What follows belongs to an exercise in optimizing a design on an open flow for a short achievable clock period and few clock cycles; a production flow would make more cautious choices. At most, simulation tests tie the RTL to the original design; equivalence was not proved.

==> build 76: inputs <==
==> flow/design.v <==
module mips #(parameter WIDTH = 32, REGBITS = 5)
             (input              clk,
              input              rst,
              output [WIDTH-1:0] pc,
              input  [WIDTH-1:0] instr,
              output [WIDTH-1:0] aluout,
              output [WIDTH-1:0] writedata,
              output             memwrite,
              input  [WIDTH-1:0] readdata);
    localparam OP_RTYPE = 6'b000000;
    localparam OP_LB    = 6'b100000;
    localparam OP_SB    = 6'b101000;
    localparam OP_LW    = 6'b100011;
    localparam OP_SW    = 6'b101011;
    localparam OP_BEQ   = 6'b000100;
    localparam OP_ADDI  = 6'b001000;
    localparam OP_J     = 6'b000010;
    localparam FUNCT_ADD = 6'b100000;
    localparam FUNCT_SUB = 6'b100010;
    localparam FUNCT_AND = 6'b100100;
    localparam FUNCT_OR  = 6'b100101;
    localparam FUNCT_SLT = 6'b101010;
    reg  [31:0] pc_f;
    reg  [31:0] ir_d, pc4_d;
    reg         v_d;
    reg  [31:0] a_e, b_e, s_e, tgt_e;
    reg         rw_e, ld_e, st_e, beq_e;
    reg         add_e, sub_e, and_e, or_e, slt_e;
    reg  [4:0]  dst_e;
    reg         fa_m, fa_w, fb_m, fb_w, fs_m, fs_w, fs_rd;
    reg  [31:0] res_m, wd_m;
    reg         mw_m, rw_m, ld_m;
    reg  [4:0]  dst_m;
    reg  [31:0] val_w;
    reg         rw_w;
    reg  [4:0]  dst_w;
    reg         rst_r;
    reg  [31:0] rf [1:31];
    wire [5:0]  op_d    = ir_d[31:26];
    wire [4:0]  rs_d    = ir_d[25:21];
    wire [4:0]  rt_d    = ir_d[20:16];
    wire [4:0]  rd_d    = ir_d[15:11];
    wire [5:0]  fn_d    = ir_d[5:0];
    wire [31:0] simm_d  = {{16{ir_d[15]}}, ir_d[15:0]};
    wire is_r_d    = (op_d == OP_RTYPE);
    wire is_addi_d = (op_d == OP_ADDI);
    wire is_ld_d   = (op_d == OP_LW) | (op_d == OP_LB);
    wire is_st_d   = (op_d == OP_SW) | (op_d == OP_SB);
    wire is_beq_d  = (op_d == OP_BEQ);
    wire rseqrt_d  = (rs_d == rt_d);
    wire use_rs_d  = is_r_d | is_addi_d | is_ld_d | is_st_d | (is_beq_d & !rseqrt_d);
    wire use_rt_d  = is_r_d | (is_beq_d & !rseqrt_d);    
    wire use_st_d  = is_st_d;                            
    wire alusrc_d  = is_addi_d | is_ld_d | is_st_d;
    wire [4:0] dst_d = is_r_d ? rd_d : rt_d;
    wire rw_d = v_d & (is_r_d | is_addi_d | is_ld_d) & (dst_d != 5'd0);
    wire f_add_d = is_r_d & (fn_d == FUNCT_ADD);
    wire f_sub_d = is_r_d & (fn_d == FUNCT_SUB);
    wire f_and_d = is_r_d & (fn_d == FUNCT_AND);
    wire f_or_d  = is_r_d & (fn_d == FUNCT_OR);
    wire f_slt_d = is_r_d & (fn_d == FUNCT_SLT);
    wire rs_nz = (rs_d != 5'd0);
    wire rt_nz = (rt_d != 5'd0);
    wire rs_he = rs_nz & rw_e & (dst_e == rs_d);
    wire rs_hm = rs_nz & rw_m & (dst_m == rs_d);
    wire rs_hw = rs_nz & rw_w & (dst_w == rs_d);
    wire rt_he = rt_nz & rw_e & (dst_e == rt_d);
    wire rt_hm = rt_nz & rw_m & (dst_m == rt_d);
    wire rt_hw = rt_nz & rw_w & (dst_w == rt_d);
    wire stall = v_d & ld_e & ((use_rs_d & rs_he) | (use_rt_d & rt_he));
    wire [31:0] rf_rs = rs_nz ? rf[rs_d] : 32'd0;
    wire [31:0] rf_rt = rt_nz ? rf[rt_d] : 32'd0;
    wire [31:0] rsv_d = (rs_hm & !ld_m) ? res_m : rs_hw ? val_w : rf_rs;
    wire [31:0] rtv_d = (rt_hm & !ld_m) ? res_m : rt_hw ? val_w : rf_rt;
    wire [31:0] tgt_d = pc4_d + {simm_d[29:0], 2'b00};
    wire redir_d = v_d & is_beq_d & rseqrt_d;
    wire [31:0] opa = fa_m ? res_m : fa_w ? val_w : a_e;
    wire [31:0] opb = fb_m ? res_m : fb_w ? val_w : b_e;
    wire [31:0] ops = fs_m ? res_m : fs_w ? val_w : s_e;
    wire        dosub = sub_e | slt_e;
    wire [32:0] sum   = {1'b0, opa} + {1'b0, opb ^ {32{dosub}}} + {32'd0, dosub};
    wire        ltu   = !sum[32];
    wire [31:0] res_e = ({32{add_e | sub_e}} & sum[31:0]) |
                        ({32{and_e}} & (opa & opb)) |
                        ({32{or_e}}  & (opa | opb)) |
                        {31'd0, slt_e & ltu};
    wire taken_e = beq_e & (opa == opb);
    wire [31:0] pc4_f  = pc_f + 32'd4;
    wire        j_f    = (instr[31:26] == OP_J);
    wire [31:0] jtgt_f = {pc4_f[31:28], instr[25:0], 2'b00};
    assign pc        = pc_f;
    assign aluout    = res_m;
    assign writedata = wd_m;
    assign memwrite  = mw_m;
    integer i;
    always @(posedge clk) begin
        rst_r <= rst;
        if (rst)
            pc_f <= 32'd0;
        else if (taken_e)
            pc_f <= tgt_e;
        else if (redir_d)
            pc_f <= tgt_d;
        else if (stall)
            pc_f <= pc_f;
        else if (j_f)
            pc_f <= jtgt_f;
        else
            pc_f <= pc4_f;
        if (rst | taken_e | redir_d)
            v_d <= 1'b0;
        else if (!stall)
            v_d <= !j_f;
        if (!stall) begin
            ir_d  <= instr;
            pc4_d <= pc4_f;
        end
        if (rst | taken_e | stall | !v_d) begin
            rw_e  <= 1'b0;
            ld_e  <= 1'b0;
            st_e  <= 1'b0;
            beq_e <= 1'b0;
        end else begin
            rw_e  <= rw_d;
            ld_e  <= is_ld_d;
            st_e  <= is_st_d;
            beq_e <= is_beq_d & !rseqrt_d;
        end
        add_e <= alusrc_d | f_add_d;
        sub_e <= f_sub_d;
        and_e <= f_and_d;
        or_e  <= f_or_d;
        slt_e <= f_slt_d;
        dst_e <= dst_d;
        a_e   <= rsv_d;
        b_e   <= alusrc_d ? simm_d : rtv_d;
        s_e   <= rtv_d;
        tgt_e <= tgt_d;
        fa_m  <= use_rs_d & rs_he;
        fa_w  <= use_rs_d & !rs_he & rs_hm & ld_m;
        fb_m  <= !alusrc_d & rt_he;
        fb_w  <= !alusrc_d & !rt_he & rt_hm & ld_m;
        fs_m  <= rt_he & !ld_e;
        fs_rd <= rt_he & ld_e;
        fs_w  <= !rt_he & rt_hm & ld_m;
        if (rst) begin
            mw_m <= 1'b0;
            rw_m <= 1'b0;
            ld_m <= 1'b0;
        end else begin
            mw_m <= st_e;
            rw_m <= rw_e;
            ld_m <= ld_e;
        end
        dst_m <= dst_e;
        res_m <= res_e;
        wd_m  <= fs_rd ? readdata : ops;
        if (rst)
            rw_w <= 1'b0;
        else
            rw_w <= rw_m;
        dst_w <= dst_m;
        val_w <= ld_m ? readdata : res_m;
        if (rst_r) begin
            for (i = 1; i < 32; i = i + 1)
                rf[i] <= 32'd0;
        end else if (rw_w) begin
            rf[dst_w] <= val_w;
        end
    end
endmodule
==> flow/flow/run.sh <==
#!/bin/bash
set -euo pipefail
MARGIN=${MARGIN:-8.7}
bash standard.sh SETUP_SLACK_MARGIN=$MARGIN TNS_END_PERCENT=100 finish > run_standard.log 2>&1
==> flow/standard.sh <==
#!/bin/bash
# synth_recipe.tcl (not shown) runs the flow's synth.tcl, then flattens the netlist and writes it again
# the make line also repeats each setting of config.mk as NAME=value (left out here)
make -C /OpenROAD-flow-scripts/flow DESIGN_CONFIG=/design/flow/config.mk WORK_HOME=/design/flow/orfs CLKGATE_MAP_FILE= SYNTH_SCRIPT=/design/flow/synth_recipe.tcl "${@:-finish}"
==> flow/config.mk <==
export PLATFORM = sky130hd
export DESIGN_NAME = mips
export DESIGN_NICKNAME = mips
export VERILOG_FILES = /design/flow/design.v
export SDC_FILE = /design/flow/constraint.sdc
export NUM_CORES = 4
export LEC_CHECK = 0
export ABC_CLOCK_PERIOD_IN_PS = 3000
export CAP_MARGIN = 20
export CORE_MARGIN = 2
export CORE_UTILIZATION = 40
export SLEW_MARGIN = 20
==> flow/constraint.sdc <==
create_clock -name core_clock -period 12.0 [get_ports {clk}]
set_input_delay 2.4000 -clock core_clock [delete_from_list [all_inputs] [get_ports {clk}]]
set_output_delay 2.4000 -clock core_clock [all_outputs]
set_load 0.01 [all_outputs]
==> trial 29: changes against build 76 <==
==> flow/run.sh (new file) <==
#!/bin/bash
# synth_recipe.tcl (not shown) runs the flow's synth.tcl, then flattens the netlist and writes it again
# the make line also repeats each setting of config.mk as NAME=value (left out here)
make -C /OpenROAD-flow-scripts/flow DESIGN_CONFIG=/design/flow/config.mk WORK_HOME=/design/flow/orfs CLKGATE_MAP_FILE= SYNTH_SCRIPT=/design/flow/synth_recipe.tcl finish
--- a/flow/config.mk
+++ b/flow/config.mk
@@ -9,4 +9,5 @@
 export CAP_MARGIN = 20
 export CORE_MARGIN = 2
 export CORE_UTILIZATION = 40
+export SETUP_SLACK_MARGIN = 5
 export SLEW_MARGIN = 20
removed: flow/flow/run.sh
removed: flow/standard.sh
==> trial 33: changes against build 76 <==
--- a/flow/design.v
+++ b/flow/design.v
@@ -22,12 +22,25 @@
     localparam FUNCT_SLT = 6'b101010;
     reg  [31:0] pc_f;
     reg  [31:0] ir_d, pc4_d;
-    reg         v_d;
+    reg         v_d, pt_d, bh_d;
+    reg  [1:0]  bc_d;
+    reg         bv   [0:15];
+    reg  [5:0]  btag [0:15];
+    reg  [9:0]  btgt [0:15];
+    reg  [1:0]  bctr [0:15];
+    reg  [31:0] pc4_e;
+    reg         isbeq_e, se_e, pt_e, bh_e;
+    reg  [1:0]  bc_e;
+    reg         u_v, u_act, u_bh, u_ok;
+    reg  [1:0]  u_bc;
+    reg  [3:0]  u_i;
+    reg  [5:0]  u_tag;
+    reg  [9:0]  u_tgt;
     reg  [31:0] a_e, b_e, s_e, tgt_e;
     reg         rw_e, ld_e, st_e, beq_e;
     reg         add_e, sub_e, and_e, or_e, slt_e;
     reg  [4:0]  dst_e;
-    reg         fa_m, fa_w, fb_m, fb_w, fs_m, fs_w, fs_rd;
+    reg         fs_rd;
     reg  [31:0] res_m, wd_m;
     reg         mw_m, rw_m, ld_m;
     reg  [4:0]  dst_m;
@@ -70,13 +83,16 @@
     wire stall = v_d & ld_e & ((use_rs_d & rs_he) | (use_rt_d & rt_he));
     wire [31:0] rf_rs = rs_nz ? rf[rs_d] : 32'd0;
     wire [31:0] rf_rt = rt_nz ? rf[rt_d] : 32'd0;
-    wire [31:0] rsv_d = (rs_hm & !ld_m) ? res_m : rs_hw ? val_w : rf_rs;
-    wire [31:0] rtv_d = (rt_hm & !ld_m) ? res_m : rt_hw ? val_w : rf_rt;
+    wire [31:0] rsv_d = rs_hm ? res_m : rs_hw ? val_w : rf_rs;
+    wire [31:0] rtv_d = rt_hm ? res_m : rt_hw ? val_w : rf_rt;
+    wire        rd_a  = rs_hm & ld_m;
+    wire        rd_b  = rt_hm & ld_m;
+    wire [31:0] an_d  = rd_a ? readdata : rsv_d;
+    wire [31:0] bn_d  = rd_b ? readdata : rtv_d;
     wire [31:0] tgt_d = pc4_d + {simm_d[29:0], 2'b00};
-    wire redir_d = v_d & is_beq_d & rseqrt_d;
-    wire [31:0] opa = fa_m ? res_m : fa_w ? val_w : a_e;
-    wire [31:0] opb = fb_m ? res_m : fb_w ? val_w : b_e;
-    wire [31:0] ops = fs_m ? res_m : fs_w ? val_w : s_e;
+    wire redir_d = v_d & is_beq_d & rseqrt_d & !pt_d;
+    wire [31:0] opa = a_e;
+    wire [31:0] opb = b_e;
     wire        dosub = sub_e | slt_e;
     wire [32:0] sum   = {1'b0, opa} + {1'b0, opb ^ {32{dosub}}} + {32'd0, dosub};
     wire        ltu   = !sum[32];
@@ -84,10 +100,21 @@
                         ({32{and_e}} & (opa & opb)) |
                         ({32{or_e}}  & (opa | opb)) |
                         {31'd0, slt_e & ltu};
-    wire taken_e = beq_e & (opa == opb);
+    wire eq_e    = (a_e == b_e);
+    wire taken_e = beq_e & (eq_e != pt_e);
+    wire [31:0] fix_e = pt_e ? pc4_e : tgt_e;
+    wire act_e   = se_e | eq_e;
+    wire [3:0] bi_e = pc4_e[5:2] - 4'd1;
+    wire [31:0] pcb_e = pc4_e - 32'd4;
     wire [31:0] pc4_f  = pc_f + 32'd4;
     wire        j_f    = (instr[31:26] == OP_J);
     wire [31:0] jtgt_f = {pc4_f[31:28], instr[25:0], 2'b00};
+    wire [3:0]  bi_f   = pc_f[5:2];
+    wire        bh_f   = bv[bi_f] & (btag[bi_f] == pc_f[11:6]) & (pc_f[31:12] == 20'd0);
+    wire [1:0]  bc_f   = bctr[bi_f];
+    wire        pt_f   = bh_f & bc_f[1];
+    wire [31:0] pcn_mid = redir_d ? tgt_d : pt_f ? {20'd0, btgt[bi_f], 2'b00} : pc4_f;
+    wire        j_ok   = j_f & !redir_d;
     assign pc        = pc_f;
     assign aluout    = res_m;
     assign writedata = wd_m;
@@ -98,15 +125,13 @@
         if (rst)
             pc_f <= 32'd0;
         else if (taken_e)
-            pc_f <= tgt_e;
-        else if (redir_d)
-            pc_f <= tgt_d;
+            pc_f <= fix_e;
         else if (stall)
             pc_f <= pc_f;
-        else if (j_f)
+        else if (j_ok)
             pc_f <= jtgt_f;
         else
-            pc_f <= pc4_f;
+            pc_f <= pcn_mid;
         if (rst | taken_e | redir_d)
             v_d <= 1'b0;
         else if (!stall)
@@ -114,13 +139,18 @@
         if (!stall) begin
             ir_d  <= instr;
             pc4_d <= pc4_f;
+            pt_d  <= pt_f;
+            bh_d  <= bh_f;
+            bc_d  <= bc_f;
         end
         if (rst | taken_e | stall | !v_d) begin
             rw_e  <= 1'b0;
             ld_e  <= 1'b0;
             st_e  <= 1'b0;
             beq_e <= 1'b0;
+            isbeq_e <= 1'b0;
         end else begin
+            isbeq_e <= is_beq_d;
             rw_e  <= rw_d;
             ld_e  <= is_ld_d;
             st_e  <= is_st_d;
@@ -132,17 +162,43 @@
         or_e  <= f_or_d;
         slt_e <= f_slt_d;
         dst_e <= dst_d;
-        a_e   <= rsv_d;
-        b_e   <= alusrc_d ? simm_d : rtv_d;
-        s_e   <= rtv_d;
+        a_e   <= rs_he ? res_e : an_d;
+        b_e   <= alusrc_d ? simm_d : rt_he ? res_e : bn_d;
+        s_e   <= rt_he ? res_e : bn_d;
         tgt_e <= tgt_d;
-        fa_m  <= use_rs_d & rs_he;
-        fa_w  <= use_rs_d & !rs_he & rs_hm & ld_m;
-        fb_m  <= !alusrc_d & rt_he;
-        fb_w  <= !alusrc_d & !rt_he & rt_hm & ld_m;
-        fs_m  <= rt_he & !ld_e;
+        pc4_e <= pc4_d;
+        se_e  <= rseqrt_d;
+        pt_e  <= pt_d;
+        bh_e  <= bh_d;
+        bc_e  <= bc_d;
+        u_v   <= isbeq_e & !rst;
+        u_act <= act_e;
+        u_bh  <= bh_e;
+        u_bc  <= bc_e;
+        u_i   <= bi_e;
+        u_tag <= pcb_e[11:6];
+        u_tgt <= tgt_e[11:2];
+        u_ok  <= (pcb_e[31:12] == 20'd0) & (tgt_e[31:12] == 20'd0);
+        if (rst) begin
+            for (i = 0; i < 16; i = i + 1)
+                bv[i] <= 1'b0;
+        end else if (u_v) begin
+            if (u_act) begin
+                if (u_bh) begin
+                    if (u_bc != 2'd3)
+                        bctr[u_i] <= u_bc + 2'd1;
+                end else if (u_ok) begin
+                    bv[u_i]   <= 1'b1;
+                    btag[u_i] <= u_tag;
+                    btgt[u_i] <= u_tgt;
+                    bctr[u_i] <= 2'd2;
+                end
+            end else if (u_bh) begin
+                if (u_bc != 2'd0)
+                    bctr[u_i] <= u_bc - 2'd1;
+            end
+        end
         fs_rd <= rt_he & ld_e;
-        fs_w  <= !rt_he & rt_hm & ld_m;
         if (rst) begin
             mw_m <= 1'b0;
             rw_m <= 1'b0;
@@ -154,7 +210,7 @@
         end
         dst_m <= dst_e;
         res_m <= res_e;
-        wd_m  <= fs_rd ? readdata : ops;
+        wd_m  <= fs_rd ? readdata : s_e;
         if (rst)
             rw_w <= 1'b0;
         else
==> flow/flow/run.sh (replaced) <==
#!/bin/bash
set -euo pipefail
bash standard.sh SETUP_SLACK_MARGIN=8.5 \
  "CTS_ARGS=-sink_clustering_enable -repair_clock_nets -sink_clustering_size 25 -sink_clustering_max_diameter 100" \
  finish > run_standard.log 2>&1
==> flow/config.mk (replaced) <==
export PLATFORM = sky130hd
export DESIGN_NAME = mips
export DESIGN_NICKNAME = mips
export VERILOG_FILES = /design/flow/design.v
export SDC_FILE = /design/flow/constraint.sdc
export NUM_CORES = 4
export LEC_CHECK = 0
export ABC_CLOCK_PERIOD_IN_PS = 1000
export CAP_MARGIN = 20
export CORE_MARGIN = 2
export CORE_UTILIZATION = 45
export SLEW_MARGIN = 20
==> run summary <==
- Trial 33 produced a clean layout. Build 76 completed without violations. Trial 29 completed with no timing, DRC or antenna violations.
- Register-to-register slack: build 76 is worse than trial 33 (0.26 ns).
- Count of clock-buffer cells in the layout, lowest first: trial 33, trial 29, build 76.
- In trial 29 the cell count is smaller than in build 76, by 3.0%.
- In trial 29 the sequential cell count is lower than in trial 33, by 368.
Testbench counts of build 76, summed over its fixed seeds: cycles 64,684.
Testbench counts of trial 29, summed over its fixed seeds: cycles 64,684.
Function not checked in trial 33: the RTL went through the layout flow alone.

## port drivers added, routing unchanged
In the flow no input, the clock included, has a driving cell. The finished layouts below were timed again as built, in two steps. Step 1, drivers: a clkbuf_16 drives clk and a buf_2 each remaining input, both assumed. Step 2 moves the port delays by t, midway between the first and last clock arrival at a register: inputs arrive t later, outputs are due t later. That takes back most of the time a late clock gives input paths. Three values: ideal ports, drivers, drivers and shift; two values: the first two.
run | t, ns | setup slack, ns | worst setup path at the end | pins driven straight from the clock port
build 76 | 0.885 | 8.095 / 8.095 / 7.637 | input to register | 1
trial 29 | 0.873 | 7.067 / 7.067 / 7.067 | register to register | 1
trial 33 | 0.857 | 8.260 / 8.164 / 7.731 | input to register | 1
After both steps setup and hold are still met in every run listed. For trial 33, which loses most, drivers alone change the setup slack by -0.096 ns; drivers and shift together by -0.529 ns.
